What follows belongs to an exercise in optimizing a design on an open flow for small area, a short achievable clock period and few clock cycles per item; a production flow would make more cautious choices. Function was checked by simulation only, so behaviour that the tests miss may differ from the original. Power and IR drop assume default switching activity.

==> trial 43 <==
==> flow/design.v (excerpt) <==
module viterbi_decoder(clk, rst, en, data, data_out, done_flag);
export LEC_CHECK = 0
export ABC_AREA = 1
export CAP_MARGIN = 20
export CORE_MARGIN = 2
export CORE_UTILIZATION = 40
export SETUP_SLACK_MARGIN = 0.45
export SLEW_MARGIN = 20
create_clock -name core_clock -period 5.0 [get_ports {clk}]
standard.sh (not shown) runs the stock make flow with config.mk's settings and CLKGATE_MAP_FILE= SYNTH_SCRIPT=/design/flow/synth_recipe.tcl, a recipe that flattens the netlist after the stock synthesis.
==> flow/flow/run.sh <==
#!/bin/bash
# The standard layout (the standard.sh, on the standard synthesis script) with two
# changes:
#  - ADDER_MAP_FILE is empty, so Yosys does not extract half/full adders into
#    sky130 ha/fa cells before ABC; ABC maps that logic with the rest.
#  - the port buffers inserted before global placement are sky130_fd_sc_hd__buf_2
#    instead of the resizer's default pick (a clkdlybuf4s50 delay cell).
# Registers and their names are those of the standard synthesis.
set -euo pipefail
export BUFFER_PORTS_ARGS="-buffer_cell sky130_fd_sc_hd__buf_2"
bash standard.sh ADDER_MAP_FILE= finish > standard.log 2>&1
==> trial 84: changes against trial 43 <==
- SETUP_SLACK_MARGIN: 0.45 -> 0.25
==> run summary <==
                                                                              trial 43        trial 84
Run status                                                              finished clean  finished clean
Final hold slack                                                              544.6 ps        544.5 ps
Total of plain and repair buffers excluding clock buffers                           31              27
Count of routing violations after the opening detailed-route iteration             149             162
Multi-input logic area                                                      2237 sq um      2215 sq um
Register cell area after layout                                            505.5 sq um     489.2 sq um
Worst path max stage delay                                                      410 ps          560 ps
Non-filler instance count after layout                                             693             689
Syn-to-layout area delta                                                        10.91%          8.581%
Summed area of non-filler cells in the final layout                         3461 sq um      3388 sq um
Max Clk Rate                                                                 237.2 MHz       229.9 MHz
Cell area power density                                                  428.7 nW/um^2   425.7 nW/um^2
Leakage power of the design                                                   1.896 nW        1.878 nW
Peak supply drop                                                             0.2303 mV       0.2300 mV
Worst Tran Pin Value                                                          524.4 ps        535.0 ps
Slowest stage cell, crit path                                                  dfxtp_4         dfxtp_1
Worst setup slack after layout                                                784.8 ps        650.2 ps
Met1 Wirelength                                                                4005 um         3939 um
Met2 Routed Length                                                             4428 um         4307 um
Testbench counts of trial 43, summed over its fixed seeds: cycles 1,280, blocks 1,280.
Testbench counts of trial 84, summed over its fixed seeds: cycles 1,280, blocks 1,280.

* * *

==> inputs of run a <==
Another version of the RTL of viterbi_decoder (not shown whole).
// viterbi_decoder
module viterbi_decoder(clk, rst, en, data, data_out, done_flag);
    input clk, rst, en;
    input [15:0] data;
    output reg [7:0] data_out;
    output reg done_flag;
    wire [7:0] dec;
    vcomb trellis (.data(data), .dout(dec));
    always @(posedge clk or posedge rst)
        if (rst) done_flag <= 1'b0;
        else     done_flag <= en;
    always @(posedge clk)
        data_out <= dec;
endmodule
clock: 5.0 ns
lec_check: 0
abc_area: 1
cap_margin: 20
core_margin: 2
core_utilization: 40
slew_margin: 20
run.sh (not shown) runs the stock make flow with config.mk's settings and CLKGATE_MAP_FILE= SYNTH_SCRIPT=/design/flow/synth_recipe.tcl, a recipe that flattens the netlist after the stock synthesis.
Stock flow here: none of the scripts above is used.
==> run b: changes against run a <==
- SETUP_SLACK_MARGIN: not set -> 1
==> flow_metrics.py <==
metrics = {
    "outcome": {
        "status": "timing/DRC/antenna clean",
    },
    "timing": {
        "setup_slack_ps": 1040,
        "holdWs_ps": 903,
        "fmax_mhz": 253,
    },
    "grt": {
        "grt_pass1_vias": 6087,
    },
    "drt": {
        "wl_met3_um": 2270,
    },
    "power": {
        "p_int_mw": 0.615,
        "p_comb_mw": 1.02,
    },
    "worst_setup_path": {
        "slowest_stage": "ha_4",
    },
}
[end of results for run b]
==> flow_metrics.py <==
metrics = {
    "outcome": {
        "status": "timing/DRC/antenna clean",
    },
    "worst_setup_path": {
        "slowest_stage": "clkdlybuf4s50_1",
    },
    "clocking": {
        "cts_buffers": 3,
    },
    "timing": {
        "setup_slack_ps": 388,
        "holdWs_ps": 904,
        "fmax_mhz": 217,
    },
    "power": {
        "p_comb_mw": 0.729,
        "p_int_mw": 0.481,
    },
    "grt": {
        "gr-total-overflow": 0,
        "grt_pass1_vias": 5636,
    },
    "layout": {
        "final_cells": 1256,
        "seq-cell-share_pct": 3.28,
    },
}
[end of results for run a]
Testbench counts of run a, summed over its fixed seeds: cycles 1,280, blocks 1,280.
Testbench counts of run b, summed over its fixed seeds: cycles 1,280, blocks 1,280.

-- static timing again, ports no longer ideal --
No port has a modelled driver above. Below, the same layouts with a new extraction and two added sets of constraints. Step 1: set_driving_cell puts a clkbuf_16 on clk and a buf_2 on each other input, an assumption about the parent block. Step 2 also shifts input and output timing later by t, the mid clock arrival at the registers, as if the neighbouring blocks saw the same clock. Slacks: ideal ports / drivers / drivers and shift; pairs: ideal ports / drivers.
run | shift t [ns] | setup slack, ns | worst data-port slew with drivers (ns)
trial 43 | 0.293 | 0.785 / 0.755 / 1.048 | 0.03
trial 84 | 0.293 | 0.650 / 0.620 / 0.913 | 0.03
run a | 0.255 | 0.388 / 0.382 / 0.127 | 0.04
run b | 0.255 | 1.040 / 1.015 / 0.760 | 0.05
After both steps setup and hold are still met in every run listed. For run b, which loses most, drivers alone change the setup slack by -0.025 ns; drivers and shift together by -0.280 ns.
